From an optimization exercise on the open Yosys and OpenROAD flow, aimed at small area, a short achievable clock period and few clock cycles; shortcuts taken in it are not production practice.
In this exercise RTL edits were held to simulation tests only and were not proved equivalent to the original.

==> flow/design.v, too long to show whole: its modules and the start of the top module <==
// module CoeffTokenDecode: 579 lines
// module TotalZeroTable_1: 2375 lines
// module RunBeforeTable: 911 lines
// module CAVLC: 277 lines
module CAVLC (
  input  logic        Clk,           
  input  logic        nReset,        
  input  logic        Enable,        
  input  logic  [4:0] nC,            
  input  logic [15:0] Bitstream,     
  output logic        RdReq,         
  output logic [12:0] LevelOut,      
  output logic        WrReq,         
  output logic        BlockDone,     
  output logic  [4:0] TotalCoeffOut  
);
  // ...
==> flow/run.sh <==
#!/bin/bash
# synth_recipe.tcl (not shown) runs the flow's synth.tcl, then flattens the netlist and writes it again
# the make line also repeats each setting of config.mk as NAME=value (left out here)
make -C /OpenROAD-flow-scripts/flow DESIGN_CONFIG=/design/flow/config.mk WORK_HOME=/design/flow/orfs CLKGATE_MAP_FILE= SYNTH_SCRIPT=/design/flow/synth_recipe.tcl finish
==> flow/config.mk <==
export PLATFORM = sky130hd
export DESIGN_NAME = CAVLC
export DESIGN_NICKNAME = CAVLC
export VERILOG_FILES = /design/flow/design.v
export SDC_FILE = /design/flow/constraint.sdc
export NUM_CORES = 4
export LEC_CHECK = 0
export ABC_AREA = 1
export CAP_MARGIN = 20
export CORE_MARGIN = 2
export CORE_UTILIZATION = 40
export SETUP_SLACK_MARGIN = 5
export SLEW_MARGIN = 20
==> flow/constraint.sdc <==
create_clock -name core_clock -period 11.0 [get_ports {Clk}]
set_input_delay 2.2000 -clock core_clock [delete_from_list [all_inputs] [get_ports {Clk}]]
set_output_delay 2.2000 -clock core_clock [all_outputs]
set_load 0.01 [all_outputs]
==> qor_table.md, run 1 <==
| Step | Parameter | Value |
|:---|:---|:---|
| outcome | Result of the run | no timing/DRC/antenna violations |
| synth | Synth unique cells | 69 |
| worst setup path | Slowest stage cell, crit path | dfrtp_2 |
| synth | Share of the synthesized area in the top cell type | 17.9% |
| synth | Xor/xnor cell area share of the yosys netlist | 0.818% |
| global route | Met1 global-route usage | 57.6% |
| timing | Normalized max-slew margin | 33.2% |
| placement | GP Congestion | 1.04 |
| floorplan | Floorplan Core Area | 34400 um^2 |
| synth | Nets in the synthesized netlist | 2470 |
| cts | Number of sinks handled by clock tree synthesis | 95 |
| detailed routing | Vias after detailed routing | 18800 |
| cts | Clock buffer count from CTS | 9 |
| cts | Clock transition at the registers of the reported paths | 0.08 ns |
| worst setup path | Critical register-to-register path startpoint | Ptr[0] |
| cells and area | Area of the multi-input gates | 11000 um^2 |
| synth | Sequential cell area fraction in the yosys report | 18.5% |
| cells and area | Sequential fraction of total cell area | 14.8% |
| placement | Post-detailed-placement cell area | 14500 um^2 |
| cts | Cts hold-fix bufs | 0 |
| floorplan | Die outline height | 191 um |
| cells and area | Non-clock buffers | 189 |
| timing | Minimum clock period | 6.37 ns |
| cells and area | Multi-In Gates | 1935 |
| floorplan | Number of top-level pins | 45 |
| synth | Most used standard cell by instance count after synthesis | nand2_1 |
| cts | CTS root buf | clkbuf_16 |
| timing | Final count of pins violating max slew | 0 |
| detailed routing | WL final | 75800 um |
| detailed routing | DR pass1 iterations | 9 |
| synth | Async SR Flop Fraction | 41.1% |
| detailed routing | Routed length on met2 | 30700 um |
| global route | Via count of the first global-routing pass | 17000 |
| worst setup path | Register-to-Register Path Depth | 42 |
| worst setup path | Maximum fanout count along the critical path | 30 |
| worst setup path | Worst setup startpoint | Ptr[0] |
Testbench counts, summed over its fixed seeds: cycles 24,765.
==> inputs of run 2 (changes only) <==
--- a/flow/design.v
+++ b/flow/design.v
@@ -2950,818 +2950,19 @@
       4'd15: {TotalZeros, Len} = tz15({Lz, S});
       default: {TotalZeros, Len} = 8'bx;
     endcase
 end
 endmodule
 module RunBeforeTable (
   input  logic [3:0] Lz,
   input  logic [2:0] S,
-  input  logic [3:0] ZerosLeft,
   output logic [3:0] RunBefore,
   output logic [3:0] Len
 );
-function automatic [7:0] rb1(input [6:0] i);
-  case (i)
-    7'd0: rb1 = {4'd0, 4'd1};
-    7'd1: rb1 = {4'd0, 4'd1};
-    7'd2: rb1 = {4'd0, 4'd1};
-    7'd3: rb1 = {4'd0, 4'd1};
-    7'd4: rb1 = {4'd0, 4'd1};
-    7'd5: rb1 = {4'd0, 4'd1};
-    7'd6: rb1 = {4'd0, 4'd1};
-    7'd7: rb1 = {4'd0, 4'd1};
-    7'd8: rb1 = {4'd1, 4'd1};
-    7'd9: rb1 = {4'd1, 4'd1};
-    7'd10: rb1 = {4'd1, 4'd1};
-    7'd11: rb1 = {4'd1, 4'd1};
-    7'd12: rb1 = {4'd1, 4'd1};
-    7'd13: rb1 = {4'd1, 4'd1};
-    7'd14: rb1 = {4'd1, 4'd1};
-    7'd15: rb1 = {4'd1, 4'd1};
-    7'd16: rb1 = {4'd1, 4'd1};
-    7'd17: rb1 = {4'd1, 4'd1};
-    7'd18: rb1 = {4'd1, 4'd1};
-    7'd19: rb1 = {4'd1, 4'd1};
-    7'd20: rb1 = {4'd1, 4'd1};
-    7'd21: rb1 = {4'd1, 4'd1};
-    7'd22: rb1 = {4'd1, 4'd1};
-    7'd23: rb1 = {4'd1, 4'd1};
-    7'd24: rb1 = {4'd1, 4'd1};
-    7'd25: rb1 = {4'd1, 4'd1};
-    7'd26: rb1 = {4'd1, 4'd1};
-    7'd27: rb1 = {4'd1, 4'd1};
-    7'd28: rb1 = {4'd1, 4'd1};
-    7'd29: rb1 = {4'd1, 4'd1};
-    7'd30: rb1 = {4'd1, 4'd1};
-    7'd31: rb1 = {4'd1, 4'd1};
-    7'd32: rb1 = {4'd1, 4'd1};
-    7'd33: rb1 = {4'd1, 4'd1};
-    7'd34: rb1 = {4'd1, 4'd1};
-    7'd35: rb1 = {4'd1, 4'd1};
-    7'd36: rb1 = {4'd1, 4'd1};
-    7'd37: rb1 = {4'd1, 4'd1};
-    7'd38: rb1 = {4'd1, 4'd1};
-    7'd39: rb1 = {4'd1, 4'd1};
-    7'd40: rb1 = {4'd1, 4'd1};
-    7'd41: rb1 = {4'd1, 4'd1};
-    7'd42: rb1 = {4'd1, 4'd1};
-    7'd43: rb1 = {4'd1, 4'd1};
-    7'd44: rb1 = {4'd1, 4'd1};
-    7'd45: rb1 = {4'd1, 4'd1};
-    7'd46: rb1 = {4'd1, 4'd1};
-    7'd47: rb1 = {4'd1, 4'd1};
-    7'd48: rb1 = {4'd1, 4'd1};
-    7'd49: rb1 = {4'd1, 4'd1};
-    7'd50: rb1 = {4'd1, 4'd1};
-    7'd51: rb1 = {4'd1, 4'd1};
-    7'd52: rb1 = {4'd1, 4'd1};
-    7'd53: rb1 = {4'd1, 4'd1};
-    7'd54: rb1 = {4'd1, 4'd1};
-    7'd55: rb1 = {4'd1, 4'd1};
-    7'd56: rb1 = {4'd1, 4'd1};
-    7'd57: rb1 = {4'd1, 4'd1};
-    7'd58: rb1 = {4'd1, 4'd1};
-    7'd59: rb1 = {4'd1, 4'd1};
-    7'd60: rb1 = {4'd1, 4'd1};
-    7'd61: rb1 = {4'd1, 4'd1};
-    7'd62: rb1 = {4'd1, 4'd1};
-    7'd63: rb1 = {4'd1, 4'd1};
-    7'd64: rb1 = {4'd1, 4'd1};
-    7'd65: rb1 = {4'd1, 4'd1};
-    7'd66: rb1 = {4'd1, 4'd1};
-    7'd67: rb1 = {4'd1, 4'd1};
-    7'd68: rb1 = {4'd1, 4'd1};
-    7'd69: rb1 = {4'd1, 4'd1};
-    7'd70: rb1 = {4'd1, 4'd1};
-    7'd71: rb1 = {4'd1, 4'd1};
-    7'd72: rb1 = {4'd1, 4'd1};
-    7'd73: rb1 = {4'd1, 4'd1};
-    7'd74: rb1 = {4'd1, 4'd1};
-    7'd75: rb1 = {4'd1, 4'd1};
-    7'd76: rb1 = {4'd1, 4'd1};
-    7'd77: rb1 = {4'd1, 4'd1};
-    7'd78: rb1 = {4'd1, 4'd1};
-    7'd79: rb1 = {4'd1, 4'd1};
-    7'd80: rb1 = {4'd1, 4'd1};
-    7'd81: rb1 = {4'd1, 4'd1};
-    7'd82: rb1 = {4'd1, 4'd1};
-    7'd83: rb1 = {4'd1, 4'd1};
-    7'd84: rb1 = {4'd1, 4'd1};
-    7'd85: rb1 = {4'd1, 4'd1};
-    7'd86: rb1 = {4'd1, 4'd1};
-    7'd87: rb1 = {4'd1, 4'd1};
-    7'd88: rb1 = {4'd1, 4'd1};
-    7'd89: rb1 = {4'd1, 4'd1};
-    7'd90: rb1 = {4'd1, 4'd1};
-    7'd91: rb1 = {4'd1, 4'd1};
-    7'd92: rb1 = {4'd1, 4'd1};
-    7'd93: rb1 = {4'd1, 4'd1};
-    7'd94: rb1 = {4'd1, 4'd1};
-    7'd95: rb1 = {4'd1, 4'd1};
-    7'd96: rb1 = {4'd1, 4'd1};
-    7'd97: rb1 = {4'd1, 4'd1};
-    7'd98: rb1 = {4'd1, 4'd1};
-    7'd99: rb1 = {4'd1, 4'd1};
-    7'd100: rb1 = {4'd1, 4'd1};
-    7'd101: rb1 = {4'd1, 4'd1};
-    7'd102: rb1 = {4'd1, 4'd1};
-    7'd103: rb1 = {4'd1, 4'd1};
-    7'd104: rb1 = {4'd1, 4'd1};
-    7'd105: rb1 = {4'd1, 4'd1};
-    7'd106: rb1 = {4'd1, 4'd1};
-    7'd107: rb1 = {4'd1, 4'd1};
-    7'd108: rb1 = {4'd1, 4'd1};
-    7'd109: rb1 = {4'd1, 4'd1};
-    7'd110: rb1 = {4'd1, 4'd1};
-    7'd111: rb1 = {4'd1, 4'd1};
-    7'd112: rb1 = {4'd1, 4'd1};
-    7'd113: rb1 = {4'd1, 4'd1};
-    7'd114: rb1 = {4'd1, 4'd1};
-    7'd115: rb1 = {4'd1, 4'd1};
-    7'd116: rb1 = {4'd1, 4'd1};
-    7'd117: rb1 = {4'd1, 4'd1};
-    7'd118: rb1 = {4'd1, 4'd1};
-    7'd119: rb1 = {4'd1, 4'd1};
-    7'd120: rb1 = {4'd1, 4'd1};
-    7'd121: rb1 = {4'd1, 4'd1};
-    7'd122: rb1 = {4'd1, 4'd1};
-    7'd123: rb1 = {4'd1, 4'd1};
-    7'd124: rb1 = {4'd1, 4'd1};
-    7'd125: rb1 = {4'd1, 4'd1};
-    7'd126: rb1 = {4'd1, 4'd1};
-    7'd127: rb1 = {4'd1, 4'd1};
-    default: rb1 = {8{1'bx}};
-  endcase
-endfunction
-function automatic [7:0] rb2(input [6:0] i);
-  case (i)
-    7'd0: rb2 = {4'd0, 4'd1};
-    7'd1: rb2 = {4'd0, 4'd1};
-    7'd2: rb2 = {4'd0, 4'd1};
-    7'd3: rb2 = {4'd0, 4'd1};
-    7'd4: rb2 = {4'd0, 4'd1};
-    7'd5: rb2 = {4'd0, 4'd1};
-    7'd6: rb2 = {4'd0, 4'd1};
-    7'd7: rb2 = {4'd0, 4'd1};
-    7'd8: rb2 = {4'd1, 4'd2};
-    7'd9: rb2 = {4'd1, 4'd2};
-    7'd10: rb2 = {4'd1, 4'd2};
-    7'd11: rb2 = {4'd1, 4'd2};
-    7'd12: rb2 = {4'd1, 4'd2};
-    7'd13: rb2 = {4'd1, 4'd2};
-    7'd14: rb2 = {4'd1, 4'd2};
-    7'd15: rb2 = {4'd1, 4'd2};
-    7'd16: rb2 = {4'd2, 4'd2};
-    7'd17: rb2 = {4'd2, 4'd2};
-    7'd18: rb2 = {4'd2, 4'd2};
-    7'd19: rb2 = {4'd2, 4'd2};
-    7'd20: rb2 = {4'd2, 4'd2};
-    7'd21: rb2 = {4'd2, 4'd2};
-    7'd22: rb2 = {4'd2, 4'd2};
-    7'd23: rb2 = {4'd2, 4'd2};
-    7'd24: rb2 = {4'd2, 4'd2};
-    7'd25: rb2 = {4'd2, 4'd2};
-    7'd26: rb2 = {4'd2, 4'd2};
-    7'd27: rb2 = {4'd2, 4'd2};
-    7'd28: rb2 = {4'd2, 4'd2};
-    7'd29: rb2 = {4'd2, 4'd2};
-    7'd30: rb2 = {4'd2, 4'd2};
-    7'd31: rb2 = {4'd2, 4'd2};
-    7'd32: rb2 = {4'd2, 4'd2};
-    7'd33: rb2 = {4'd2, 4'd2};
-    7'd34: rb2 = {4'd2, 4'd2};
-    7'd35: rb2 = {4'd2, 4'd2};
-    7'd36: rb2 = {4'd2, 4'd2};
-    7'd37: rb2 = {4'd2, 4'd2};
-    7'd38: rb2 = {4'd2, 4'd2};
-    7'd39: rb2 = {4'd2, 4'd2};
-    7'd40: rb2 = {4'd2, 4'd2};
-    7'd41: rb2 = {4'd2, 4'd2};
-    7'd42: rb2 = {4'd2, 4'd2};
-    7'd43: rb2 = {4'd2, 4'd2};
-    7'd44: rb2 = {4'd2, 4'd2};
-    7'd45: rb2 = {4'd2, 4'd2};
-    7'd46: rb2 = {4'd2, 4'd2};
-    7'd47: rb2 = {4'd2, 4'd2};
-    7'd48: rb2 = {4'd2, 4'd2};
-    7'd49: rb2 = {4'd2, 4'd2};
-    7'd50: rb2 = {4'd2, 4'd2};
-    7'd51: rb2 = {4'd2, 4'd2};
-    7'd52: rb2 = {4'd2, 4'd2};
-    7'd53: rb2 = {4'd2, 4'd2};
-    7'd54: rb2 = {4'd2, 4'd2};
-    7'd55: rb2 = {4'd2, 4'd2};
-    7'd56: rb2 = {4'd2, 4'd2};
-    7'd57: rb2 = {4'd2, 4'd2};
-    7'd58: rb2 = {4'd2, 4'd2};
-    7'd59: rb2 = {4'd2, 4'd2};
-    7'd60: rb2 = {4'd2, 4'd2};
-    7'd61: rb2 = {4'd2, 4'd2};
-    7'd62: rb2 = {4'd2, 4'd2};
-    7'd63: rb2 = {4'd2, 4'd2};
-    7'd64: rb2 = {4'd2, 4'd2};
-    7'd65: rb2 = {4'd2, 4'd2};
-    7'd66: rb2 = {4'd2, 4'd2};
-    7'd67: rb2 = {4'd2, 4'd2};
-    7'd68: rb2 = {4'd2, 4'd2};
-    7'd69: rb2 = {4'd2, 4'd2};
-    7'd70: rb2 = {4'd2, 4'd2};
-    7'd71: rb2 = {4'd2, 4'd2};
-    7'd72: rb2 = {4'd2, 4'd2};
-    7'd73: rb2 = {4'd2, 4'd2};
-    7'd74: rb2 = {4'd2, 4'd2};
-    7'd75: rb2 = {4'd2, 4'd2};
-    7'd76: rb2 = {4'd2, 4'd2};
-    7'd77: rb2 = {4'd2, 4'd2};
-    7'd78: rb2 = {4'd2, 4'd2};
-    7'd79: rb2 = {4'd2, 4'd2};
-    7'd80: rb2 = {4'd2, 4'd2};
-    7'd81: rb2 = {4'd2, 4'd2};
-    7'd82: rb2 = {4'd2, 4'd2};
-    7'd83: rb2 = {4'd2, 4'd2};
-    7'd84: rb2 = {4'd2, 4'd2};
-    7'd85: rb2 = {4'd2, 4'd2};
-    7'd86: rb2 = {4'd2, 4'd2};
-    7'd87: rb2 = {4'd2, 4'd2};
-    7'd88: rb2 = {4'd2, 4'd2};
-    7'd89: rb2 = {4'd2, 4'd2};
-    7'd90: rb2 = {4'd2, 4'd2};
-    7'd91: rb2 = {4'd2, 4'd2};
-    7'd92: rb2 = {4'd2, 4'd2};
-    7'd93: rb2 = {4'd2, 4'd2};
-    7'd94: rb2 = {4'd2, 4'd2};
-    7'd95: rb2 = {4'd2, 4'd2};
-    7'd96: rb2 = {4'd2, 4'd2};
-    7'd97: rb2 = {4'd2, 4'd2};
-    7'd98: rb2 = {4'd2, 4'd2};
-    7'd99: rb2 = {4'd2, 4'd2};
-    7'd100: rb2 = {4'd2, 4'd2};
-    7'd101: rb2 = {4'd2, 4'd2};
-    7'd102: rb2 = {4'd2, 4'd2};
-    7'd103: rb2 = {4'd2, 4'd2};
-    7'd104: rb2 = {4'd2, 4'd2};
-    7'd105: rb2 = {4'd2, 4'd2};
-    7'd106: rb2 = {4'd2, 4'd2};
-    7'd107: rb2 = {4'd2, 4'd2};
-    7'd108: rb2 = {4'd2, 4'd2};
-    7'd109: rb2 = {4'd2, 4'd2};
-    7'd110: rb2 = {4'd2, 4'd2};
-    7'd111: rb2 = {4'd2, 4'd2};
-    7'd112: rb2 = {4'd2, 4'd2};
-    7'd113: rb2 = {4'd2, 4'd2};
-    7'd114: rb2 = {4'd2, 4'd2};
-    7'd115: rb2 = {4'd2, 4'd2};
-    7'd116: rb2 = {4'd2, 4'd2};
-    7'd117: rb2 = {4'd2, 4'd2};
-    7'd118: rb2 = {4'd2, 4'd2};
-    7'd119: rb2 = {4'd2, 4'd2};
-    7'd120: rb2 = {4'd2, 4'd2};
-    7'd121: rb2 = {4'd2, 4'd2};
-    7'd122: rb2 = {4'd2, 4'd2};
-    7'd123: rb2 = {4'd2, 4'd2};
-    7'd124: rb2 = {4'd2, 4'd2};
-    7'd125: rb2 = {4'd2, 4'd2};
-    7'd126: rb2 = {4'd2, 4'd2};
-    7'd127: rb2 = {4'd2, 4'd2};
-    default: rb2 = {8{1'bx}};
-  endcase
-endfunction
-function automatic [7:0] rb3(input [6:0] i);
-  case (i)
-    7'd0: rb3 = {4'd1, 4'd2};
-    7'd1: rb3 = {4'd1, 4'd2};
-    7'd2: rb3 = {4'd1, 4'd2};
-    7'd3: rb3 = {4'd1, 4'd2};
-    7'd4: rb3 = {4'd0, 4'd2};
-    7'd5: rb3 = {4'd0, 4'd2};
-    7'd6: rb3 = {4'd0, 4'd2};
-    7'd7: rb3 = {4'd0, 4'd2};
-    7'd8: rb3 = {4'd2, 4'd2};
-    7'd9: rb3 = {4'd2, 4'd2};
-    7'd10: rb3 = {4'd2, 4'd2};
-    7'd11: rb3 = {4'd2, 4'd2};
-    7'd12: rb3 = {4'd2, 4'd2};
-    7'd13: rb3 = {4'd2, 4'd2};
-    7'd14: rb3 = {4'd2, 4'd2};
-    7'd15: rb3 = {4'd2, 4'd2};
-    7'd16: rb3 = {4'd3, 4'd2};
-    7'd17: rb3 = {4'd3, 4'd2};
-    7'd18: rb3 = {4'd3, 4'd2};
-    7'd19: rb3 = {4'd3, 4'd2};
-    7'd20: rb3 = {4'd3, 4'd2};
-    7'd21: rb3 = {4'd3, 4'd2};
-    7'd22: rb3 = {4'd3, 4'd2};
-    7'd23: rb3 = {4'd3, 4'd2};
-    7'd24: rb3 = {4'd3, 4'd2};
-    7'd25: rb3 = {4'd3, 4'd2};
-    7'd26: rb3 = {4'd3, 4'd2};
-    7'd27: rb3 = {4'd3, 4'd2};
-    7'd28: rb3 = {4'd3, 4'd2};
-    7'd29: rb3 = {4'd3, 4'd2};
-    7'd30: rb3 = {4'd3, 4'd2};
-    7'd31: rb3 = {4'd3, 4'd2};
-    7'd32: rb3 = {4'd3, 4'd2};
-    7'd33: rb3 = {4'd3, 4'd2};
-    7'd34: rb3 = {4'd3, 4'd2};
-    7'd35: rb3 = {4'd3, 4'd2};
-    7'd36: rb3 = {4'd3, 4'd2};
-    7'd37: rb3 = {4'd3, 4'd2};
-    7'd38: rb3 = {4'd3, 4'd2};
-    7'd39: rb3 = {4'd3, 4'd2};
-    7'd40: rb3 = {4'd3, 4'd2};
-    7'd41: rb3 = {4'd3, 4'd2};
-    7'd42: rb3 = {4'd3, 4'd2};
-    7'd43: rb3 = {4'd3, 4'd2};
-    7'd44: rb3 = {4'd3, 4'd2};
-    7'd45: rb3 = {4'd3, 4'd2};
-    7'd46: rb3 = {4'd3, 4'd2};
-    7'd47: rb3 = {4'd3, 4'd2};
-    7'd48: rb3 = {4'd3, 4'd2};
-    7'd49: rb3 = {4'd3, 4'd2};
-    7'd50: rb3 = {4'd3, 4'd2};
-    7'd51: rb3 = {4'd3, 4'd2};
-    7'd52: rb3 = {4'd3, 4'd2};
-    7'd53: rb3 = {4'd3, 4'd2};
-    7'd54: rb3 = {4'd3, 4'd2};
-    7'd55: rb3 = {4'd3, 4'd2};
-    7'd56: rb3 = {4'd3, 4'd2};
-    7'd57: rb3 = {4'd3, 4'd2};
-    7'd58: rb3 = {4'd3, 4'd2};
-    7'd59: rb3 = {4'd3, 4'd2};
-    7'd60: rb3 = {4'd3, 4'd2};
-    7'd61: rb3 = {4'd3, 4'd2};
-    7'd62: rb3 = {4'd3, 4'd2};
-    7'd63: rb3 = {4'd3, 4'd2};
-    7'd64: rb3 = {4'd3, 4'd2};
-    7'd65: rb3 = {4'd3, 4'd2};
-    7'd66: rb3 = {4'd3, 4'd2};
-    7'd67: rb3 = {4'd3, 4'd2};
-    7'd68: rb3 = {4'd3, 4'd2};
-    7'd69: rb3 = {4'd3, 4'd2};
-    7'd70: rb3 = {4'd3, 4'd2};
-    7'd71: rb3 = {4'd3, 4'd2};
-    7'd72: rb3 = {4'd3, 4'd2};
-    7'd73: rb3 = {4'd3, 4'd2};
-    7'd74: rb3 = {4'd3, 4'd2};
-    7'd75: rb3 = {4'd3, 4'd2};
-    7'd76: rb3 = {4'd3, 4'd2};
-    7'd77: rb3 = {4'd3, 4'd2};
-    7'd78: rb3 = {4'd3, 4'd2};
-    7'd79: rb3 = {4'd3, 4'd2};
-    7'd80: rb3 = {4'd3, 4'd2};
-    7'd81: rb3 = {4'd3, 4'd2};
-    7'd82: rb3 = {4'd3, 4'd2};
-    7'd83: rb3 = {4'd3, 4'd2};
-    7'd84: rb3 = {4'd3, 4'd2};
-    7'd85: rb3 = {4'd3, 4'd2};
-    7'd86: rb3 = {4'd3, 4'd2};
-    7'd87: rb3 = {4'd3, 4'd2};
-    7'd88: rb3 = {4'd3, 4'd2};
-    7'd89: rb3 = {4'd3, 4'd2};
-    7'd90: rb3 = {4'd3, 4'd2};
-    7'd91: rb3 = {4'd3, 4'd2};
-    7'd92: rb3 = {4'd3, 4'd2};
-    7'd93: rb3 = {4'd3, 4'd2};
-    7'd94: rb3 = {4'd3, 4'd2};
-    7'd95: rb3 = {4'd3, 4'd2};
-    7'd96: rb3 = {4'd3, 4'd2};
-    7'd97: rb3 = {4'd3, 4'd2};
-    7'd98: rb3 = {4'd3, 4'd2};
-    7'd99: rb3 = {4'd3, 4'd2};
-    7'd100: rb3 = {4'd3, 4'd2};
-    7'd101: rb3 = {4'd3, 4'd2};
-    7'd102: rb3 = {4'd3, 4'd2};
-    7'd103: rb3 = {4'd3, 4'd2};
-    7'd104: rb3 = {4'd3, 4'd2};
-    7'd105: rb3 = {4'd3, 4'd2};
-    7'd106: rb3 = {4'd3, 4'd2};
-    7'd107: rb3 = {4'd3, 4'd2};
-    7'd108: rb3 = {4'd3, 4'd2};
-    7'd109: rb3 = {4'd3, 4'd2};
-    7'd110: rb3 = {4'd3, 4'd2};
-    7'd111: rb3 = {4'd3, 4'd2};
-    7'd112: rb3 = {4'd3, 4'd2};
-    7'd113: rb3 = {4'd3, 4'd2};
-    7'd114: rb3 = {4'd3, 4'd2};
-    7'd115: rb3 = {4'd3, 4'd2};
-    7'd116: rb3 = {4'd3, 4'd2};
-    7'd117: rb3 = {4'd3, 4'd2};
-    7'd118: rb3 = {4'd3, 4'd2};
-    7'd119: rb3 = {4'd3, 4'd2};
-    7'd120: rb3 = {4'd3, 4'd2};
-    7'd121: rb3 = {4'd3, 4'd2};
-    7'd122: rb3 = {4'd3, 4'd2};
-    7'd123: rb3 = {4'd3, 4'd2};
-    7'd124: rb3 = {4'd3, 4'd2};
-    7'd125: rb3 = {4'd3, 4'd2};
-    7'd126: rb3 = {4'd3, 4'd2};
-    7'd127: rb3 = {4'd3, 4'd2};
-    default: rb3 = {8{1'bx}};
-  endcase
-endfunction
-function automatic [7:0] rb4(input [6:0] i);
-  case (i)
-    7'd0: rb4 = {4'd1, 4'd2};
-    7'd1: rb4 = {4'd1, 4'd2};
-    7'd2: rb4 = {4'd1, 4'd2};
-    7'd3: rb4 = {4'd1, 4'd2};
-    7'd4: rb4 = {4'd0, 4'd2};
-    7'd5: rb4 = {4'd0, 4'd2};
-    7'd6: rb4 = {4'd0, 4'd2};
-    7'd7: rb4 = {4'd0, 4'd2};
-    7'd8: rb4 = {4'd2, 4'd2};
-    7'd9: rb4 = {4'd2, 4'd2};
-    7'd10: rb4 = {4'd2, 4'd2};
-    7'd11: rb4 = {4'd2, 4'd2};
-    7'd12: rb4 = {4'd2, 4'd2};
-    7'd13: rb4 = {4'd2, 4'd2};
-    7'd14: rb4 = {4'd2, 4'd2};
-    7'd15: rb4 = {4'd2, 4'd2};
-    7'd16: rb4 = {4'd3, 4'd3};
-    7'd17: rb4 = {4'd3, 4'd3};
-    7'd18: rb4 = {4'd3, 4'd3};
-    7'd19: rb4 = {4'd3, 4'd3};
-    7'd20: rb4 = {4'd3, 4'd3};
-    7'd21: rb4 = {4'd3, 4'd3};
-    7'd22: rb4 = {4'd3, 4'd3};
-    7'd23: rb4 = {4'd3, 4'd3};
-    7'd24: rb4 = {4'd4, 4'd3};
-    7'd25: rb4 = {4'd4, 4'd3};
-    7'd26: rb4 = {4'd4, 4'd3};
-    7'd27: rb4 = {4'd4, 4'd3};
-    7'd28: rb4 = {4'd4, 4'd3};
-    7'd29: rb4 = {4'd4, 4'd3};
-    7'd30: rb4 = {4'd4, 4'd3};
-    7'd31: rb4 = {4'd4, 4'd3};
-    7'd32: rb4 = {4'd4, 4'd3};
-    7'd33: rb4 = {4'd4, 4'd3};
-    7'd34: rb4 = {4'd4, 4'd3};
-    7'd35: rb4 = {4'd4, 4'd3};
-    7'd36: rb4 = {4'd4, 4'd3};
-    7'd37: rb4 = {4'd4, 4'd3};
-    7'd38: rb4 = {4'd4, 4'd3};
-    7'd39: rb4 = {4'd4, 4'd3};
-    7'd40: rb4 = {4'd4, 4'd3};
-    7'd41: rb4 = {4'd4, 4'd3};
-    7'd42: rb4 = {4'd4, 4'd3};
-    7'd43: rb4 = {4'd4, 4'd3};
-    7'd44: rb4 = {4'd4, 4'd3};
-    7'd45: rb4 = {4'd4, 4'd3};
-    7'd46: rb4 = {4'd4, 4'd3};
-    7'd47: rb4 = {4'd4, 4'd3};
-    7'd48: rb4 = {4'd4, 4'd3};
-    7'd49: rb4 = {4'd4, 4'd3};
-    7'd50: rb4 = {4'd4, 4'd3};
-    7'd51: rb4 = {4'd4, 4'd3};
-    7'd52: rb4 = {4'd4, 4'd3};
-    7'd53: rb4 = {4'd4, 4'd3};
-    7'd54: rb4 = {4'd4, 4'd3};
-    7'd55: rb4 = {4'd4, 4'd3};
-    7'd56: rb4 = {4'd4, 4'd3};
-    7'd57: rb4 = {4'd4, 4'd3};
-    7'd58: rb4 = {4'd4, 4'd3};
-    7'd59: rb4 = {4'd4, 4'd3};
-    7'd60: rb4 = {4'd4, 4'd3};
-    7'd61: rb4 = {4'd4, 4'd3};
-    7'd62: rb4 = {4'd4, 4'd3};
-    7'd63: rb4 = {4'd4, 4'd3};
-    7'd64: rb4 = {4'd4, 4'd3};
-    7'd65: rb4 = {4'd4, 4'd3};
-    7'd66: rb4 = {4'd4, 4'd3};
-    7'd67: rb4 = {4'd4, 4'd3};
-    7'd68: rb4 = {4'd4, 4'd3};
-    7'd69: rb4 = {4'd4, 4'd3};
-    7'd70: rb4 = {4'd4, 4'd3};
-    7'd71: rb4 = {4'd4, 4'd3};
-    7'd72: rb4 = {4'd4, 4'd3};
-    7'd73: rb4 = {4'd4, 4'd3};
-    7'd74: rb4 = {4'd4, 4'd3};
-    7'd75: rb4 = {4'd4, 4'd3};
-    7'd76: rb4 = {4'd4, 4'd3};
-    7'd77: rb4 = {4'd4, 4'd3};
-    7'd78: rb4 = {4'd4, 4'd3};
-    7'd79: rb4 = {4'd4, 4'd3};
-    7'd80: rb4 = {4'd4, 4'd3};
-    7'd81: rb4 = {4'd4, 4'd3};
-    7'd82: rb4 = {4'd4, 4'd3};
-    7'd83: rb4 = {4'd4, 4'd3};
-    7'd84: rb4 = {4'd4, 4'd3};
-    7'd85: rb4 = {4'd4, 4'd3};
-    7'd86: rb4 = {4'd4, 4'd3};
-    7'd87: rb4 = {4'd4, 4'd3};
-    7'd88: rb4 = {4'd4, 4'd3};
-    7'd89: rb4 = {4'd4, 4'd3};
-    7'd90: rb4 = {4'd4, 4'd3};
-    7'd91: rb4 = {4'd4, 4'd3};
-    7'd92: rb4 = {4'd4, 4'd3};
-    7'd93: rb4 = {4'd4, 4'd3};
-    7'd94: rb4 = {4'd4, 4'd3};
-    7'd95: rb4 = {4'd4, 4'd3};
-    7'd96: rb4 = {4'd4, 4'd3};
-    7'd97: rb4 = {4'd4, 4'd3};
-    7'd98: rb4 = {4'd4, 4'd3};
-    7'd99: rb4 = {4'd4, 4'd3};
-    7'd100: rb4 = {4'd4, 4'd3};
-    7'd101: rb4 = {4'd4, 4'd3};
-    7'd102: rb4 = {4'd4, 4'd3};
-    7'd103: rb4 = {4'd4, 4'd3};
-    7'd104: rb4 = {4'd4, 4'd3};
-    7'd105: rb4 = {4'd4, 4'd3};
-    7'd106: rb4 = {4'd4, 4'd3};
-    7'd107: rb4 = {4'd4, 4'd3};
-    7'd108: rb4 = {4'd4, 4'd3};
-    7'd109: rb4 = {4'd4, 4'd3};
-    7'd110: rb4 = {4'd4, 4'd3};
-    7'd111: rb4 = {4'd4, 4'd3};
-    7'd112: rb4 = {4'd4, 4'd3};
-    7'd113: rb4 = {4'd4, 4'd3};
-    7'd114: rb4 = {4'd4, 4'd3};
-    7'd115: rb4 = {4'd4, 4'd3};
-    7'd116: rb4 = {4'd4, 4'd3};
-    7'd117: rb4 = {4'd4, 4'd3};
-    7'd118: rb4 = {4'd4, 4'd3};
-    7'd119: rb4 = {4'd4, 4'd3};
-    7'd120: rb4 = {4'd4, 4'd3};
-    7'd121: rb4 = {4'd4, 4'd3};
-    7'd122: rb4 = {4'd4, 4'd3};
-    7'd123: rb4 = {4'd4, 4'd3};
-    7'd124: rb4 = {4'd4, 4'd3};
-    7'd125: rb4 = {4'd4, 4'd3};
-    7'd126: rb4 = {4'd4, 4'd3};
-    7'd127: rb4 = {4'd4, 4'd3};
-    default: rb4 = {8{1'bx}};
-  endcase
-endfunction
-function automatic [7:0] rb5(input [6:0] i);
-  case (i)
-    7'd0: rb5 = {4'd1, 4'd2};
-    7'd1: rb5 = {4'd1, 4'd2};
-    7'd2: rb5 = {4'd1, 4'd2};
-    7'd3: rb5 = {4'd1, 4'd2};
-    7'd4: rb5 = {4'd0, 4'd2};
-    7'd5: rb5 = {4'd0, 4'd2};
-    7'd6: rb5 = {4'd0, 4'd2};
-    7'd7: rb5 = {4'd0, 4'd2};
-    7'd8: rb5 = {4'd3, 4'd3};
-    7'd9: rb5 = {4'd3, 4'd3};
-    7'd10: rb5 = {4'd3, 4'd3};
-    7'd11: rb5 = {4'd3, 4'd3};
-    7'd12: rb5 = {4'd2, 4'd3};
-    7'd13: rb5 = {4'd2, 4'd3};
-    7'd14: rb5 = {4'd2, 4'd3};
-    7'd15: rb5 = {4'd2, 4'd3};
-    7'd16: rb5 = {4'd4, 4'd3};
-    7'd17: rb5 = {4'd4, 4'd3};
-    7'd18: rb5 = {4'd4, 4'd3};
-    7'd19: rb5 = {4'd4, 4'd3};
-    7'd20: rb5 = {4'd4, 4'd3};
-    7'd21: rb5 = {4'd4, 4'd3};
-    7'd22: rb5 = {4'd4, 4'd3};
-    7'd23: rb5 = {4'd4, 4'd3};
-    7'd24: rb5 = {4'd5, 4'd3};
-    7'd25: rb5 = {4'd5, 4'd3};
-    7'd26: rb5 = {4'd5, 4'd3};
-    7'd27: rb5 = {4'd5, 4'd3};
-    7'd28: rb5 = {4'd5, 4'd3};
-    7'd29: rb5 = {4'd5, 4'd3};
-    7'd30: rb5 = {4'd5, 4'd3};
-    7'd31: rb5 = {4'd5, 4'd3};
-    7'd32: rb5 = {4'd5, 4'd3};
-    7'd33: rb5 = {4'd5, 4'd3};
-    7'd34: rb5 = {4'd5, 4'd3};
-    7'd35: rb5 = {4'd5, 4'd3};
-    7'd36: rb5 = {4'd5, 4'd3};
-    7'd37: rb5 = {4'd5, 4'd3};
-    7'd38: rb5 = {4'd5, 4'd3};
-    7'd39: rb5 = {4'd5, 4'd3};
-    7'd40: rb5 = {4'd5, 4'd3};
-    7'd41: rb5 = {4'd5, 4'd3};
-    7'd42: rb5 = {4'd5, 4'd3};
-    7'd43: rb5 = {4'd5, 4'd3};
-    7'd44: rb5 = {4'd5, 4'd3};
-    7'd45: rb5 = {4'd5, 4'd3};
-    7'd46: rb5 = {4'd5, 4'd3};
-    7'd47: rb5 = {4'd5, 4'd3};
-    7'd48: rb5 = {4'd5, 4'd3};
-    7'd49: rb5 = {4'd5, 4'd3};
-    7'd50: rb5 = {4'd5, 4'd3};
-    7'd51: rb5 = {4'd5, 4'd3};
-    7'd52: rb5 = {4'd5, 4'd3};
-    7'd53: rb5 = {4'd5, 4'd3};
-    7'd54: rb5 = {4'd5, 4'd3};
-    7'd55: rb5 = {4'd5, 4'd3};
-    7'd56: rb5 = {4'd5, 4'd3};
-    7'd57: rb5 = {4'd5, 4'd3};
-    7'd58: rb5 = {4'd5, 4'd3};
-    7'd59: rb5 = {4'd5, 4'd3};
-    7'd60: rb5 = {4'd5, 4'd3};
-    7'd61: rb5 = {4'd5, 4'd3};
-    7'd62: rb5 = {4'd5, 4'd3};
-    7'd63: rb5 = {4'd5, 4'd3};
-    7'd64: rb5 = {4'd5, 4'd3};
-    7'd65: rb5 = {4'd5, 4'd3};
-    7'd66: rb5 = {4'd5, 4'd3};
-    7'd67: rb5 = {4'd5, 4'd3};
-    7'd68: rb5 = {4'd5, 4'd3};
-    7'd69: rb5 = {4'd5, 4'd3};
-    7'd70: rb5 = {4'd5, 4'd3};
-    7'd71: rb5 = {4'd5, 4'd3};
-    7'd72: rb5 = {4'd5, 4'd3};
-    7'd73: rb5 = {4'd5, 4'd3};
-    7'd74: rb5 = {4'd5, 4'd3};
-    7'd75: rb5 = {4'd5, 4'd3};
-    7'd76: rb5 = {4'd5, 4'd3};
-    7'd77: rb5 = {4'd5, 4'd3};
-    7'd78: rb5 = {4'd5, 4'd3};
-    7'd79: rb5 = {4'd5, 4'd3};
-    7'd80: rb5 = {4'd5, 4'd3};
-    7'd81: rb5 = {4'd5, 4'd3};
-    7'd82: rb5 = {4'd5, 4'd3};
-    7'd83: rb5 = {4'd5, 4'd3};
-    7'd84: rb5 = {4'd5, 4'd3};
-    7'd85: rb5 = {4'd5, 4'd3};
-    7'd86: rb5 = {4'd5, 4'd3};
-    7'd87: rb5 = {4'd5, 4'd3};
-    7'd88: rb5 = {4'd5, 4'd3};
-    7'd89: rb5 = {4'd5, 4'd3};
-    7'd90: rb5 = {4'd5, 4'd3};
-    7'd91: rb5 = {4'd5, 4'd3};
-    7'd92: rb5 = {4'd5, 4'd3};
-    7'd93: rb5 = {4'd5, 4'd3};
-    7'd94: rb5 = {4'd5, 4'd3};
-    7'd95: rb5 = {4'd5, 4'd3};
-    7'd96: rb5 = {4'd5, 4'd3};
-    7'd97: rb5 = {4'd5, 4'd3};
-    7'd98: rb5 = {4'd5, 4'd3};
-    7'd99: rb5 = {4'd5, 4'd3};
-    7'd100: rb5 = {4'd5, 4'd3};
-    7'd101: rb5 = {4'd5, 4'd3};
-    7'd102: rb5 = {4'd5, 4'd3};
-    7'd103: rb5 = {4'd5, 4'd3};
-    7'd104: rb5 = {4'd5, 4'd3};
-    7'd105: rb5 = {4'd5, 4'd3};
-    7'd106: rb5 = {4'd5, 4'd3};
-    7'd107: rb5 = {4'd5, 4'd3};
-    7'd108: rb5 = {4'd5, 4'd3};
-    7'd109: rb5 = {4'd5, 4'd3};
-    7'd110: rb5 = {4'd5, 4'd3};
-    7'd111: rb5 = {4'd5, 4'd3};
-    7'd112: rb5 = {4'd5, 4'd3};
-    7'd113: rb5 = {4'd5, 4'd3};
-    7'd114: rb5 = {4'd5, 4'd3};
-    7'd115: rb5 = {4'd5, 4'd3};
-    7'd116: rb5 = {4'd5, 4'd3};
-    7'd117: rb5 = {4'd5, 4'd3};
-    7'd118: rb5 = {4'd5, 4'd3};
-    7'd119: rb5 = {4'd5, 4'd3};
-    7'd120: rb5 = {4'd5, 4'd3};
-    7'd121: rb5 = {4'd5, 4'd3};
-    7'd122: rb5 = {4'd5, 4'd3};
-    7'd123: rb5 = {4'd5, 4'd3};
-    7'd124: rb5 = {4'd5, 4'd3};
-    7'd125: rb5 = {4'd5, 4'd3};
-    7'd126: rb5 = {4'd5, 4'd3};
-    7'd127: rb5 = {4'd5, 4'd3};
-    default: rb5 = {8{1'bx}};
-  endcase
-endfunction
-function automatic [7:0] rb6(input [6:0] i);
-  case (i)
-    7'd0: rb6 = {4'd6, 4'd3};
-    7'd1: rb6 = {4'd6, 4'd3};
-    7'd2: rb6 = {4'd5, 4'd3};
-    7'd3: rb6 = {4'd5, 4'd3};
-    7'd4: rb6 = {4'd0, 4'd2};
-    7'd5: rb6 = {4'd0, 4'd2};
-    7'd6: rb6 = {4'd0, 4'd2};
-    7'd7: rb6 = {4'd0, 4'd2};
-    7'd8: rb6 = {4'd4, 4'd3};
-    7'd9: rb6 = {4'd4, 4'd3};
-    7'd10: rb6 = {4'd4, 4'd3};
-    7'd11: rb6 = {4'd4, 4'd3};
-    7'd12: rb6 = {4'd3, 4'd3};
-    7'd13: rb6 = {4'd3, 4'd3};
-    7'd14: rb6 = {4'd3, 4'd3};
-    7'd15: rb6 = {4'd3, 4'd3};
-    7'd16: rb6 = {4'd2, 4'd3};
-    7'd17: rb6 = {4'd2, 4'd3};
-    7'd18: rb6 = {4'd2, 4'd3};
-    7'd19: rb6 = {4'd2, 4'd3};
-    7'd20: rb6 = {4'd2, 4'd3};
-    7'd21: rb6 = {4'd2, 4'd3};
-    7'd22: rb6 = {4'd2, 4'd3};
-    7'd23: rb6 = {4'd2, 4'd3};
-    7'd24: rb6 = {4'd1, 4'd3};
-    7'd25: rb6 = {4'd1, 4'd3};
-    7'd26: rb6 = {4'd1, 4'd3};
-    7'd27: rb6 = {4'd1, 4'd3};
-    7'd28: rb6 = {4'd1, 4'd3};
-    7'd29: rb6 = {4'd1, 4'd3};
-    7'd30: rb6 = {4'd1, 4'd3};
-    7'd31: rb6 = {4'd1, 4'd3};
-    7'd32: rb6 = {4'd1, 4'd3};
-    7'd33: rb6 = {4'd1, 4'd3};
-    7'd34: rb6 = {4'd1, 4'd3};
-    7'd35: rb6 = {4'd1, 4'd3};
-    7'd36: rb6 = {4'd1, 4'd3};
-    7'd37: rb6 = {4'd1, 4'd3};
-    7'd38: rb6 = {4'd1, 4'd3};
-    7'd39: rb6 = {4'd1, 4'd3};
-    7'd40: rb6 = {4'd1, 4'd3};
-    7'd41: rb6 = {4'd1, 4'd3};
-    7'd42: rb6 = {4'd1, 4'd3};
-    7'd43: rb6 = {4'd1, 4'd3};
-    7'd44: rb6 = {4'd1, 4'd3};
-    7'd45: rb6 = {4'd1, 4'd3};
-    7'd46: rb6 = {4'd1, 4'd3};
-    7'd47: rb6 = {4'd1, 4'd3};
-    7'd48: rb6 = {4'd1, 4'd3};
-    7'd49: rb6 = {4'd1, 4'd3};
-    7'd50: rb6 = {4'd1, 4'd3};
-    7'd51: rb6 = {4'd1, 4'd3};
-    7'd52: rb6 = {4'd1, 4'd3};
-    7'd53: rb6 = {4'd1, 4'd3};
-    7'd54: rb6 = {4'd1, 4'd3};
-    7'd55: rb6 = {4'd1, 4'd3};
-    7'd56: rb6 = {4'd1, 4'd3};
-    7'd57: rb6 = {4'd1, 4'd3};
-    7'd58: rb6 = {4'd1, 4'd3};
-    7'd59: rb6 = {4'd1, 4'd3};
-    7'd60: rb6 = {4'd1, 4'd3};
-    7'd61: rb6 = {4'd1, 4'd3};
-    7'd62: rb6 = {4'd1, 4'd3};
-    7'd63: rb6 = {4'd1, 4'd3};
-    7'd64: rb6 = {4'd1, 4'd3};
-    7'd65: rb6 = {4'd1, 4'd3};
-    7'd66: rb6 = {4'd1, 4'd3};
-    7'd67: rb6 = {4'd1, 4'd3};
-    7'd68: rb6 = {4'd1, 4'd3};
-    7'd69: rb6 = {4'd1, 4'd3};
-    7'd70: rb6 = {4'd1, 4'd3};
-    7'd71: rb6 = {4'd1, 4'd3};
-    7'd72: rb6 = {4'd1, 4'd3};
-    7'd73: rb6 = {4'd1, 4'd3};
-    7'd74: rb6 = {4'd1, 4'd3};
-    7'd75: rb6 = {4'd1, 4'd3};
-    7'd76: rb6 = {4'd1, 4'd3};
-    7'd77: rb6 = {4'd1, 4'd3};
-    7'd78: rb6 = {4'd1, 4'd3};
-    7'd79: rb6 = {4'd1, 4'd3};
-    7'd80: rb6 = {4'd1, 4'd3};
-    7'd81: rb6 = {4'd1, 4'd3};
-    7'd82: rb6 = {4'd1, 4'd3};
-    7'd83: rb6 = {4'd1, 4'd3};
-    7'd84: rb6 = {4'd1, 4'd3};
-    7'd85: rb6 = {4'd1, 4'd3};
-    7'd86: rb6 = {4'd1, 4'd3};
-    7'd87: rb6 = {4'd1, 4'd3};
-    7'd88: rb6 = {4'd1, 4'd3};
-    7'd89: rb6 = {4'd1, 4'd3};
-    7'd90: rb6 = {4'd1, 4'd3};
-    7'd91: rb6 = {4'd1, 4'd3};
-    7'd92: rb6 = {4'd1, 4'd3};
-    7'd93: rb6 = {4'd1, 4'd3};
-    7'd94: rb6 = {4'd1, 4'd3};
-    7'd95: rb6 = {4'd1, 4'd3};
-    7'd96: rb6 = {4'd1, 4'd3};
-    7'd97: rb6 = {4'd1, 4'd3};
-    7'd98: rb6 = {4'd1, 4'd3};
-    7'd99: rb6 = {4'd1, 4'd3};
-    7'd100: rb6 = {4'd1, 4'd3};
-    7'd101: rb6 = {4'd1, 4'd3};
-    7'd102: rb6 = {4'd1, 4'd3};
-    7'd103: rb6 = {4'd1, 4'd3};
-    7'd104: rb6 = {4'd1, 4'd3};
-    7'd105: rb6 = {4'd1, 4'd3};
-    7'd106: rb6 = {4'd1, 4'd3};
-    7'd107: rb6 = {4'd1, 4'd3};
-    7'd108: rb6 = {4'd1, 4'd3};
-    7'd109: rb6 = {4'd1, 4'd3};
-    7'd110: rb6 = {4'd1, 4'd3};
-    7'd111: rb6 = {4'd1, 4'd3};
-    7'd112: rb6 = {4'd1, 4'd3};
-    7'd113: rb6 = {4'd1, 4'd3};
-    7'd114: rb6 = {4'd1, 4'd3};
-    7'd115: rb6 = {4'd1, 4'd3};
-    7'd116: rb6 = {4'd1, 4'd3};
-    7'd117: rb6 = {4'd1, 4'd3};
-    7'd118: rb6 = {4'd1, 4'd3};
-    7'd119: rb6 = {4'd1, 4'd3};
-    7'd120: rb6 = {4'd1, 4'd3};
-    7'd121: rb6 = {4'd1, 4'd3};
-    7'd122: rb6 = {4'd1, 4'd3};
-    7'd123: rb6 = {4'd1, 4'd3};
-    7'd124: rb6 = {4'd1, 4'd3};
-    7'd125: rb6 = {4'd1, 4'd3};
-    7'd126: rb6 = {4'd1, 4'd3};
-    7'd127: rb6 = {4'd1, 4'd3};
-    default: rb6 = {8{1'bx}};
-  endcase
-endfunction
 function automatic [7:0] rb7(input [6:0] i);
   case (i)
     7'd0: rb7 = {4'd3, 4'd3};
     7'd1: rb7 = {4'd3, 4'd3};
     7'd2: rb7 = {4'd2, 4'd3};
     7'd3: rb7 = {4'd2, 4'd3};
     7'd4: rb7 = {4'd1, 4'd3};
     7'd5: rb7 = {4'd1, 4'd3};
@@ -3845,26 +3046,54 @@
     7'd83: rb7 = {4'd14, 4'd11};
     7'd84: rb7 = {4'd14, 4'd11};
     7'd85: rb7 = {4'd14, 4'd11};
     7'd86: rb7 = {4'd14, 4'd11};
     7'd87: rb7 = {4'd14, 4'd11};
     default: rb7 = {8{1'bx}};
   endcase
 endfunction
+assign {RunBefore, Len} = rb7({Lz, S});
+endmodule
+module RunBeforeShort (
+  input  logic [2:0] ZerosLeft,
+  input  logic [2:0] Bits,
+  output logic [2:0] RunBefore,
+  output logic [1:0] Len
+);
 always_comb begin
-  case (ZerosLeft)
-    4'd1: {RunBefore, Len} = rb1({Lz, S});
-    4'd2: {RunBefore, Len} = rb2({Lz, S});
-    4'd3: {RunBefore, Len} = rb3({Lz, S});
-    4'd4: {RunBefore, Len} = rb4({Lz, S});
-    4'd5: {RunBefore, Len} = rb5({Lz, S});
-    4'd6: {RunBefore, Len} = rb6({Lz, S});
-    4'd0: {RunBefore, Len} = 8'bx;
-    default: {RunBefore, Len} = rb7({Lz, S});
+  casez ({ZerosLeft, Bits})
+    6'b001_1??: {RunBefore, Len} = {3'd0, 2'd1};
+    6'b001_0??: {RunBefore, Len} = {3'd1, 2'd1};
+    6'b010_1??: {RunBefore, Len} = {3'd0, 2'd1};
+    6'b010_01?: {RunBefore, Len} = {3'd1, 2'd2};
+    6'b010_00?: {RunBefore, Len} = {3'd2, 2'd2};
+    6'b011_11?: {RunBefore, Len} = {3'd0, 2'd2};
+    6'b011_10?: {RunBefore, Len} = {3'd1, 2'd2};
+    6'b011_01?: {RunBefore, Len} = {3'd2, 2'd2};
+    6'b011_00?: {RunBefore, Len} = {3'd3, 2'd2};
+    6'b100_11?: {RunBefore, Len} = {3'd0, 2'd2};
+    6'b100_10?: {RunBefore, Len} = {3'd1, 2'd2};
+    6'b100_01?: {RunBefore, Len} = {3'd2, 2'd2};
+    6'b100_001: {RunBefore, Len} = {3'd3, 2'd3};
+    6'b100_000: {RunBefore, Len} = {3'd4, 2'd3};
+    6'b101_11?: {RunBefore, Len} = {3'd0, 2'd2};
+    6'b101_10?: {RunBefore, Len} = {3'd1, 2'd2};
+    6'b101_011: {RunBefore, Len} = {3'd2, 2'd3};
+    6'b101_010: {RunBefore, Len} = {3'd3, 2'd3};
+    6'b101_001: {RunBefore, Len} = {3'd4, 2'd3};
+    6'b101_000: {RunBefore, Len} = {3'd5, 2'd3};
+    6'b110_11?: {RunBefore, Len} = {3'd0, 2'd2};
+    6'b110_000: {RunBefore, Len} = {3'd1, 2'd3};
+    6'b110_001: {RunBefore, Len} = {3'd2, 2'd3};
+    6'b110_011: {RunBefore, Len} = {3'd3, 2'd3};
+    6'b110_010: {RunBefore, Len} = {3'd4, 2'd3};
+    6'b110_101: {RunBefore, Len} = {3'd5, 2'd3};
+    6'b110_100: {RunBefore, Len} = {3'd6, 2'd3};
+    default: {RunBefore, Len} = 5'bx;
   endcase
 end
 endmodule
 module CAVLC (
   input  logic        Clk,           
   input  logic        nReset,        
   input  logic        Enable,        
   input  logic  [4:0] nC,            
@@ -3882,17 +3111,16 @@
                        S_LV = 3'd4,   
                        S_TZ = 3'd5,   
                        S_RB = 3'd6,   
                        S_FW = 3'd7;   
 logic  [2:0] State, NextState;
 logic [15:0] W0, W1, W2;
 logic  [4:0] Ptr;
 logic  [4:0] PtrBase;
-logic [47:0] Cat;
 logic [15:0] Win;
 logic  [4:0] NumShift;
 logic  [4:0] PtrSum;
 logic  [4:0] TotalCoeff;
 logic  [1:0] TrailingOnes;
 logic        ChromaDC;
 logic  [4:0] LevelsLeft;
 logic        First;
@@ -3902,16 +3130,20 @@
 logic  [1:0] T1Cnt;
 logic  [1:0] T1Signs;
 logic  [7:0] Level;
 logic  [4:0] CtTotalCoeff;
 logic  [1:0] CtTrailingOnes;
 logic  [4:0] CtLen;
 logic  [3:0] TzTotalZeros, TzLen;
 logic  [3:0] RbRun, RbLen;
+logic  [3:0] RbLongRun, RbLongLen;
+logic  [2:0] RbShortRun;
+logic  [1:0] RbShortLen;
+logic        RbShort;
 logic  [3:0] Prefix;
 logic  [3:0] Suffix4;
 logic  [5:0] Suffix6;
 logic        CtFit;
 logic  [4:0] CtShift;
 logic  [2:0] CtSigns;
 logic        CtT1Write;
 logic  [7:0] LevelCode;
@@ -3921,18 +3153,25 @@
 logic  [4:0] LvLen;
 logic  [2:0] NextSuffixLength;
 logic        MaxCoeff;
 logic        BlockEnd;
 logic        LvDecode;
 logic  [1:0] T1CntNext;
 assign LevelOut      = {{5{Level[7]}}, Level};
 assign TotalCoeffOut = TotalCoeff;
-assign Cat    = {W0, W1, W2} << Ptr;
-assign Win    = Cat[47:32];
+logic [30:0] Sh16;
+logic [22:0] Sh8;
+logic [18:0] Sh4;
+logic [16:0] Sh2;
+assign Sh16 = Ptr[4] ? {W1, W2[15:1]} : {W0, W1[15:1]};
+assign Sh8  = Ptr[3] ? Sh16[22:0] : Sh16[30:8];
+assign Sh4  = Ptr[2] ? Sh8[18:0]  : Sh8[22:4];
+assign Sh2  = Ptr[1] ? Sh4[16:0]  : Sh4[18:2];
+assign Win  = Ptr[0] ? Sh2[15:0]  : Sh2[16:1];
 assign PtrBase = LvDecode ? {1'b0, Ptr[3:0]} + {2'b0, SuffixLength} + 5'd1 : {1'b0, Ptr[3:0]};
 assign PtrSum  = PtrBase + NumShift;
 assign RdReq   = Ptr[4];
 CoeffTokenDecode uCoeffTokenDecode (
   .Lz          (Prefix),
   .S6          (Suffix6),
   .Win         (Win),
   .nC          (nC),
@@ -3949,43 +3188,40 @@
   .TotalCoeff  (TotalCoeff[3:0]),
   .ChromaDC    (ChromaDC),
   .TotalZeros  (TzTotalZeros),
   .Len         (TzLen)
 );
 RunBeforeTable uRunBeforeTable (
   .Lz          (Prefix),
   .S           (Suffix6[5:3]),
-  .ZerosLeft   (ZerosLeft),
-  .RunBefore   (RbRun),
-  .Len         (RbLen)
+  .RunBefore   (RbLongRun),
+  .Len         (RbLongLen)
 );
-always_comb begin
-  casez (Win)
-    16'b1???????????????: Prefix = 4'd0;
-    16'b01??????????????: Prefix = 4'd1;
-    16'b001?????????????: Prefix = 4'd2;
-    16'b0001????????????: Prefix = 4'd3;
-    16'b00001???????????: Prefix = 4'd4;
-    16'b000001??????????: Prefix = 4'd5;
-    16'b0000001?????????: Prefix = 4'd6;
-    16'b00000001????????: Prefix = 4'd7;
-    16'b000000001???????: Prefix = 4'd8;
-    16'b0000000001??????: Prefix = 4'd9;
-    16'b00000000001?????: Prefix = 4'd10;
-    16'b000000000001????: Prefix = 4'd11;
-    16'b0000000000001???: Prefix = 4'd12;
-    16'b00000000000001??: Prefix = 4'd13;
-    16'b000000000000001?: Prefix = 4'd14;
-    default:              Prefix = 4'd15;
-  endcase
-end
-logic [21:0] WinX;
-assign WinX    = {Win, 6'b0} << Prefix;
-assign Suffix6 = WinX[20:15];
+RunBeforeShort uRunBeforeShort (
+  .ZerosLeft   (ZerosLeft[2:0]),
+  .Bits        (Win[15:13]),
+  .RunBefore   (RbShortRun),
+  .Len         (RbShortLen)
+);
+assign RbShort = (ZerosLeft <= 4'd6);
+assign RbRun   = RbShort ? {1'b0, RbShortRun} : RbLongRun;
+assign RbLen   = RbShort ? {2'b0, RbShortLen} : RbLongLen;
+logic        Z8, Z4, Z2, Z1;
+logic [15:0] N8, N4, N2, N1;
+assign Z8      = ~|Win[15:8];
+assign N8      = Z8 ? {Win[7:0], 8'b0} : Win;
+assign Z4      = ~|N8[15:12];
+assign N4      = Z4 ? {N8[11:0], 4'b0} : N8;
+assign Z2      = ~|N4[15:14];
+assign N2      = Z2 ? {N4[13:0], 2'b0} : N4;
+assign Z1      = ~N2[15];
+assign N1      = Z1 ? {N2[14:0], 1'b0} : N2;
+assign Prefix  = {Z8, Z4, Z2, Z1};
+assign Suffix6 = N1[14:9];
 assign Suffix4 = Suffix6[5:2];
 always_comb begin
   case (SuffixLength)
     3'd0:    LevelCode = {4'd0, Prefix};
     3'd1:    LevelCode = {3'd0, Prefix, Suffix4[3]};
     3'd2:    LevelCode = {2'd0, Prefix, Suffix4[3:2]};
     3'd3:    LevelCode = {1'd0, Prefix, Suffix4[3:1]};
     default: LevelCode = {Prefix, Suffix4};
@@ -4052,25 +3288,16 @@
                    (T1Cnt != 2'd0) ? T1Cnt - 2'd1 : 2'd0;
 always_ff @(posedge Clk or negedge nReset)
   if (!nReset) begin
     State        <= S_F0;
     WrReq        <= 1'b0;
     BlockDone    <= 1'b0;
     Ptr          <= '0;
     T1Cnt        <= '0;
-    TotalCoeff   <= '0;
-    TrailingOnes <= '0;
-    ChromaDC     <= 1'b0;
-    LevelsLeft   <= '0;
-    First        <= 1'b0;
-    SuffixLength <= '0;
-    ZerosLeft    <= '0;
-    RunsLeft     <= '0;
-    T1Signs      <= '0;
   end
   else if (!Enable) begin
     State     <= S_F0;
     WrReq     <= 1'b0;
     BlockDone <= 1'b0;
     Ptr       <= '0;
     T1Cnt     <= '0;
   end
@@ -4092,44 +3319,44 @@
             BlockDone <= 1'b1;
           end
           else State <= S_FW;
         end
         else State <= NextState;
         if (State == S_T1 || CtT1Write) WrReq <= 1'b1;
         else if (T1Cnt != 2'd0) WrReq <= 1'b1;
         else if (LvDecode) WrReq <= 1'b1;
-        if (State == S_T1) T1Signs <= Win[14:13];
-        else if (State == S_CT) T1Signs <= CtSigns[1:0];
-        else if (T1Cnt != 2'd0) T1Signs <= {T1Signs[0], 1'b0};
-        if (State == S_CT) begin
-          TotalCoeff   <= CtTotalCoeff;
-          TrailingOnes <= CtTrailingOnes;
-          ChromaDC     <= (nC == 5'd30);
-          LevelsLeft   <= CtTotalCoeff - {3'd0, CtTrailingOnes};
-          First        <= 1'b1;
-          SuffixLength <= (CtTotalCoeff > 5'd10 && CtTrailingOnes != 2'd3) ? 3'd1 : 3'd0;
-        end
-        if (LvDecode) begin
-          LevelsLeft   <= LevelsLeft - 5'd1;
-          First        <= 1'b0;
-          SuffixLength <= NextSuffixLength;
-        end
-        if (State == S_TZ) begin
-          ZerosLeft <= TzTotalZeros;
-          RunsLeft  <= TotalCoeff[3:0] - 4'd1;
-        end
-        if (State == S_RB) begin
-          ZerosLeft <= ZerosLeft - RbRun;
-          RunsLeft  <= RunsLeft - 4'd1;
-        end
       end
     endcase
   end
 always_ff @(posedge Clk) begin
+  if (State == S_T1) T1Signs <= Win[14:13];
+  else if (State == S_CT) T1Signs <= CtSigns[1:0];
+  else if (T1Cnt != 2'd0) T1Signs <= {T1Signs[0], 1'b0};
+  if (State == S_CT) begin
+    TotalCoeff   <= CtTotalCoeff;
+    TrailingOnes <= CtTrailingOnes;
+    ChromaDC     <= (nC == 5'd30);
+    LevelsLeft   <= CtTotalCoeff - {3'd0, CtTrailingOnes};
+    First        <= 1'b1;
+    SuffixLength <= (CtTotalCoeff > 5'd10 && CtTrailingOnes != 2'd3) ? 3'd1 : 3'd0;
+  end
+  if (LvDecode) begin
+    LevelsLeft   <= LevelsLeft - 5'd1;
+    First        <= 1'b0;
+    SuffixLength <= NextSuffixLength;
+  end
+  if (State == S_TZ) begin
+    ZerosLeft <= TzTotalZeros;
+    RunsLeft  <= TotalCoeff[3:0] - 4'd1;
+  end
+  if (State == S_RB) begin
+    ZerosLeft <= ZerosLeft - RbRun;
+    RunsLeft  <= RunsLeft - 4'd1;
+  end
   if (Enable && Ptr[4]) begin
     W0 <= W1;
     W1 <= W2;
     W2 <= Bitstream;
   end
   if (State == S_T1)
     Level <= Win[15] ? 8'hFF : 8'h01;
   else if (State == S_CT)
==> run 2 against run 1 <==
  * Still clean
  * Final cell count shrank 11%
  * Area after synthesis decreased by 11%
  * Via count down 13%
  * Sequential share of layout area is 1.6 points higher
  * Synthesized cell count decreased by 14%
  * First-iteration DRC count is 12% lower
  * Count of clock-buffer cells in the layout did not move
  * Clock skew barely moved
  * Critical endpoint is now Ptr[4]
  * Largest cell class unchanged
==> qor_table.md, run 2 <==
| Step | Parameter | Value | Change |
|:---|:---|:---|:---|
| timing | Final count of hold timing violations | 0 |  |
| floorplan | Die Footprint | 32500 um^2 |  |
| cts | Clock buffer count from CTS | 9 | unchanged |
| synth | Sequential cell area fraction in the yosys report | 21.7% | +3.2 points |
| worst setup path | Cell occurring most often along the worst timing path | o21ai_1 |  |
| detailed routing | Vias after detailed routing | 16200 | -13% |
| detailed routing | WL final | 66100 um | -13% |
| global route | Via count of the first global-routing pass | 15200 | -10% |
| worst hold path | Startpoint of the most critical hold path | W2[0] |  |
| cts | Deepest level of the CTS H-tree | 3 |  |
| global route | Antenna violations before repair | 1 |  |
| worst setup path | Maximum fanout count along the critical path | 8 | -73% |
| cts | CTS root buf | clkbuf_16 |  |
| synth | Most used standard cell by instance count after synthesis | nand2_1 |  |
| placement | GP Congestion | 1.07 | +2.9% |
| cts | Number of sinks handled by clock tree synthesis | 95 | unchanged |
| global route | Congestion Overflow GR | 0 |  |
| worst hold path | Type of the tightest min-delay check | flop to flop |  |
| timing | Ratio of final minimum period to clock period | 60.4% |  |
| worst setup path | Critical path required time | 11.25 ns |  |
| synth | Library cell with the largest summed area after synthesis | edfxtp_1 |  |
| worst setup path | Category of the critical setup timing path | flop to flop |  |
| synth | Async SR Flop Fraction | 12.6% | -28 points |
| outcome | Result of the run | no timing/DRC/antenna violations |  |
| detailed routing | Post-detailed-route count of antenna-violating nets | 0 |  |
| cts | Clock latency of the later-clocked register in the worst-skew pair | 0.36 ns |  |
| placement | Half-perimeter wire length after detailed placement | 47600 um |  |
| timing | Final worst clock skew | 0.00843 ns |  |
| floorplan | Number of top-level pins | 45 | unchanged |
| synth | Post-Syn Instances | 2041 |  |
| timing | Final count of pins violating max slew | 0 | unchanged |
| synth | Synthesis Warnings | 5 |  |
| detailed routing | Post-route DRC | 0 |  |
| worst setup path | Register-to-Register Path Depth | 50 | +19% |
| timing | Setup total negative slack | 0 ns |  |
| floorplan | Floorplan Core Area | 30600 um^2 | -11% |
| worst setup path | Worst setup startpoint | Ptr[4] |  |
| worst setup path | Category of the worst setup path launch point | flop |  |
| synth | Share of the synthesized area in the top cell type | 17.9% | -0.045 points |
| cts | Maximum number of buffers from clock root to sink | 2 |  |
| timing | Hold_ws | 0.428 ns |  |
| detailed routing | Routed length per placed instance | 25.5 um |  |
| synth | Post-synth EDFFs | 74 |  |
| synth | Post-Synth Simple-Gate Area | 40.4% |  |
| timing | Least-Margin Pin Slew | 0.989 ns |  |
| cells and area | Registers with the most flip-flops | W0 (16), W1 (16), W2 (16) |  |
| synth | Top cells by area in the synthesized netlist | edfxtp_1 18%, nand2_1 18%, nand3_1 9.7%, ha_1 6.4%, inv_1 6.1% |  |
| detailed routing | Routed length on met2 | 27300 um | -11% |
| placement | Count of port buffers added during placement | 44 |  |
| synth | Xor/xnor cell area share of the yosys netlist | 1.13% | +0.31 points |
| synth | Nets in the synthesized netlist | 2133 | -14% |
| synth | Synth unique cells | 65 | -5.8% |
| flow run | Number of maximum-capacitance constraint violations | 0 |  |
| floorplan | Die outline height | 180 um | -5.3% |
| cts | Clock transition at the registers of the reported paths | 0.07 ns | about the same |
| worst setup path | Critical register-to-register path startpoint | Ptr[4] |  |
| timing | Normalized max-slew margin | 34.0% | +0.74 points |
| worst setup path | Slowest stage cell, crit path | dfrtp_4 |  |
| synth | Primary FF master, synth | edfxtp_1 |  |
| synth | Area fraction in compound gates after synthesis | 18.8% |  |
| detailed routing | Wire length on met1 | 26500 um |  |
| detailed routing | DR pass1 iterations | 6 | -3 |
| timing | Minimum clock period | 6.64 ns | +0.271 ns |
| worst setup path | WP depth | 50 |  |
| timing | Achievable Freq | 151 MHz |  |
## run 2: stage by stage
| step | worst slack [ns] | area (um^2) | instances | utilization [%] |
|---|---|---|---|---|
| after floorplan | 5.00 | 12600 | 2041 | - |
| after global placement | 1.88 | 13300 | 2433 | 43.5 |
| after detailed placement | 1.67 | 13300 | 2433 | 43.5 |
| after CTS | 4.60 | 15700 | 2565 | 51.3 |
| after global routing | 4.06 | 16500 | 2596 | 54.0 |
| final | 4.36 | 16500 | 2596 | 54.0 |
## run 2: per-layer routing
layer / vias to the layer above / GRT usage [%]
met5: - / 0
met2: 1185 / 58.0
li1: 7166 / -
met1: 7585 / 53.0
met3: 286 / 12.0
met4: 4 / 17.3
## run 2: cell type report
class | instances | area, um^2
sequential | 95 | 2720
tap | 396 | 495
fill | 3065 | 14100
timing repair buffer | 222 | 2070
clock inverter | 7 | 46.3
clock buffer | 9 | 225
timing repair inverter | 6 | 57.6
multi-input combinational | 1634 | 9950
inverter | 227 | 953
## run 2: worst register-to-register path: cells and delay by family (launching register included)
family / cells / cell delay (ns)
xor gates and xnor gates: 2 / 0.29
adders and majority gates: 4 / 0.99
buffers and inverters: 10 / 1.12
AOI/OAI and AO/OA: 9 / 1.00
and+or+nand+nor: 25 / 2.60
DFF: 1 / 0.54
## run 2: cell families (layout without fill, tap and decap cells)
family | Yosys count | after routing
AOI/OAI and AO/OA | 405 | 405
xor gates and xnor gates | 16 | 16
adders and majority gates | 68 | 68
buffers and inverters | 313 | 471
DFF | 95 | 95
muxes | 2 | 2
and+or+nand+nor | 1142 | 1143
## run 2: path summary, 6_finish.rpt
path,to,slack [ns]
setup / recovery,Ptr[4],4.36
hold / removal,W1[0],0.43
setup reg to reg,Ptr[4],4.36
hold reg to reg,W1[0],0.43
max in group asynchronous,Ptr[3],8.39
min in group asynchronous,T1Cnt[1],2.20
## run 2: what timing repair did
action	4_1_cts	5_1_grt
pin swaps	95	68
setup endpoints to repair	43	32
resized for setup	279	139
cloned	9	0
setup buffers	107	31
hold buffers	0	0
Testbench counts of run 2, summed over its fixed seeds: cycles 24,765.

[afterwards: timing with drivers on the ports]
Ports are ideal in the flow. The routed layouts listed here were re-timed in OpenROAD. Step 1 assumes that a clkbuf_16 drives the clock port and a buf_2 every other input. Step 2 times the ports against the registers' clock, not the clock port: input delays grow and output delays shrink by t, the midpoint of the rising clock arrivals with the driver on. Slacks: ideal / step 1 / step 2; pairs: ideal / step 1.
run | t (ns) | slack for setup (ns) | hold WS [ns] | latest minus earliest clock arrival (ns) | worst slew at a driven data input, ns
run 1 | 0.435 | 4.627 / 4.627 / 4.246 | 0.426 / 0.426 / 0.426 | 0.009 / 0.009 | 0.05
run 2 | 0.405 | 4.356 / 4.356 / 4.158 | 0.428 / 0.428 / 0.428 | 0.008 / 0.008 | 0.03
After both steps every run listed still meets setup and hold. The setup slack of run 1, which loses most, moves by 0.000 ns with the drivers and by -0.381 ns with both steps.
